Background: an optimization exercise with open tools, aiming at small area. Do not read the settings as production practice. Only simulation tests tie the RTL to the original design; equivalence was not proved.

==> flow/design.v (excerpt) <==
module axi_gpio #(
    parameter int N_GPIOS = 32,
    parameter int AXI_ADDR_WIDTH = 12,
    parameter int AXI_DATA_WIDTH = 32
)(
   input aclk,
   input aresetn,
   input  logic [N_GPIOS-1:0] gpio_in_raw ,
   output logic [N_GPIOS-1:0] gpio_out,
   output logic irq,  
   output logic arready,
   input logic [AXI_ADDR_WIDTH-1:0] araddr,
   input logic arvalid,
   output logic [AXI_DATA_WIDTH-1:0] rdata,
   output logic [1:0] rresp,
   output logic rvalid,
   input logic rready,
   input logic wvalid,
   output logic wready,
   input logic [AXI_DATA_WIDTH-1:0] wdata,
   input logic [AXI_DATA_WIDTH/8-1:0] wstrb,
   input logic bready,
   output logic bvalid,
   output logic [1:0] bresp,
   output logic awready,
   input logic [AXI_ADDR_WIDTH-1:0] awaddr,
   input logic awvalid
);
Size: about 170 I/O pins, ~0.030 mm^2 of cells after synthesis.
==> flow/config.mk <==
export PLATFORM = sky130hd
export DESIGN_NAME = axi_gpio
export DESIGN_NICKNAME = axi_gpio
export VERILOG_FILES = /design/flow/design.v
export SDC_FILE = /design/flow/constraint.sdc
export NUM_CORES = 4
export LEC_CHECK = 0
export CAP_MARGIN = 5
export CORE_MARGIN = 2
export CORE_UTILIZATION = 40
export GPL_TIMING_DRIVEN = 0
export SLEW_MARGIN = 5
==> flow/constraint.sdc <==
create_clock -name core_clock -period 5.0 [get_ports {aclk}]
set_input_delay 1.0000 -clock core_clock [delete_from_list [all_inputs] [get_ports {aclk}]]
set_output_delay 1.0000 -clock core_clock [all_outputs]
set_load 0.01 [all_outputs]
standard.sh (not shown) runs the stock make flow with config.mk's settings and CLKGATE_MAP_FILE= SYNTH_SCRIPT=/design/flow/synth_recipe.tcl, a recipe that flattens the netlist after the stock synthesis.
==> flow/flow/run.sh <==
#!/bin/bash
# Own layout flow:
#  1. the standard synthesis (standard.sh synth), unchanged;
#  2. the combinational cells of its netlist are re-mapped by ABC with
#     area-oriented scripts (several seeds, smallest kept); every flip-flop
#     instance (name, cell type) is kept, and each result is proven
#     equivalent to the standard netlist before it may be used;
#  3. the standard layout from that netlist, with input/output ports
#     buffered by buf_1 cells and a clock tree of clkbuf_8 leaf clusters
#     without dummy loads.
set -uo pipefail
here=$(pwd)
R=$here/orfs/results/$FLOW_PLATFORM/axi_gpio/base
export LIB=$FLOW_HOME/platforms/$FLOW_PLATFORM/lib/sky130_fd_sc_hd__tt_025C_1v80.lib

bash standard.sh synth > synth.log 2>&1 || exit 1

python3 flow/splitlib.py $LIB seq.lib comb.lib > splitlib.log 2>&1
DU=""
for c in $(sed -n '/DONT_USE_CELLS/,/^#/p' $FLOW_HOME/platforms/$FLOW_PLATFORM/config.mk | grep -o 'sky130_fd_sc_hd__[a-z0-9_]*'); do
  DU="$DU -dont_use $c"
done
export DU
cp $R/1_2_yosys.v 1_2_yosys_std.v

for t in s0 s7 s13 fast; do
  bash flow/remap.sh 1_2_yosys_std.v 1_2_yosys_$t.v flow/remap_$t.abc $t > remap_sh_$t.log 2>&1 &
done
wait
best=""; barea=""
for t in s0 s7 s13 fast; do
  [[ -s area_$t.txt ]] || continue
  a=$(cat area_$t.txt)
  if [[ -z "$best" ]] || awk "BEGIN{exit !($a < $barea)}"; then best=$t; barea=$a; fi
done
echo "remap choice: ${best:-none} area ${barea:-n/a}" > remap_choice.log
if [[ -n "$best" ]]; then
  cp 1_2_yosys_$best.v $R/1_2_yosys.v
  rm -f $R/1_synth.odb
fi

bash standard.sh \
  BUFFER_PORTS_ARGS="-buffer_cell sky130_fd_sc_hd__buf_1" \
  CTS_ARGS="-sink_clustering_enable -repair_clock_nets -dont_use_dummy_load -buf_list sky130_fd_sc_hd__clkbuf_8 -sink_clustering_size 14 -sink_clustering_max_diameter 80 -sink_buffer_max_cap_derate 1.0" \
  finish > finish.log 2>&1
Other scripts of this flow, unchanged in this note and not shown: flow/flow/remap.sh, flow/flow/remap_fast.abc, flow/flow/remap_s0.abc, flow/flow/remap_s13.abc, flow/flow/remap_s21.abc, flow/flow/remap_s7.abc, flow/flow/splitlib.py
The starting point produced a clean layout.
Edit:
--- a/flow/flow/run.sh
+++ b/flow/flow/run.sh
@@ -42,4 +42,4 @@
 bash standard.sh \
   BUFFER_PORTS_ARGS="-buffer_cell sky130_fd_sc_hd__buf_1" \
-  CTS_ARGS="-sink_clustering_enable -repair_clock_nets -dont_use_dummy_load -buf_list sky130_fd_sc_hd__clkbuf_8 -sink_clustering_size 14 -sink_clustering_max_diameter 80 -sink_buffer_max_cap_derate 1.0" \
+  CTS_ARGS="-sink_clustering_enable -repair_clock_nets -dont_use_dummy_load -buf_list sky130_fd_sc_hd__clkbuf_16 -sink_clustering_size 28 -sink_clustering_max_diameter 60 -sink_buffer_max_cap_derate 1.0" \
   finish > finish.log 2>&1
--- a/flow/config.mk
+++ b/flow/config.mk
@@ -8,5 +8,5 @@
 export CAP_MARGIN = 5
 export CORE_MARGIN = 2
-export CORE_UTILIZATION = 40
-export GPL_TIMING_DRIVEN = 0
+export CORE_UTILIZATION = 70
+export PLACE_DENSITY = 0.8
 export SLEW_MARGIN = 5
Design area decreases by 2.1%; worst hold slack gets better by 170 ps; global-route usage goes up by 17 points; wire length shrinks by 2.5%; worst setup slack gets better by 280 ps; critical path depth goes up by 2; die area fell by 42%.

what the ideal ports hide:
The flow's constraints put no driver on any port. The routed layouts listed below were extracted and timed again, unchanged, in two steps.
Step 1 sets driving cells, clkbuf_16 on the clock port and buf_2 on the other inputs (assumed; they add their load-dependent delay and slew).
Step 2 also shifts input and output timing later by t, the mid clock arrival at the registers, as if the neighbouring blocks saw the same clock.
a / b / c = ideal / step 1 / step 2; a / b = the first two.
run | t (ns) | slack for setup (ns) | hold WS [ns] | clock arrival spread, ns | cell pins on the clock port's net
the first run | 0.748 | 0.853 / 0.853 / 0.148 | 0.169 / 0.127 / 0.337 | 0.086 / 0.086 | 1
the second run | 0.643 | 1.129 / 1.129 / 1.129 | 0.339 / 0.339 / 0.339 | 0.059 / 0.060 | 1
After both steps every run listed still meets setup and hold. The setup slack of the first run, which loses most, moves by 0.000 ns with the drivers and by -0.705 ns with both steps.
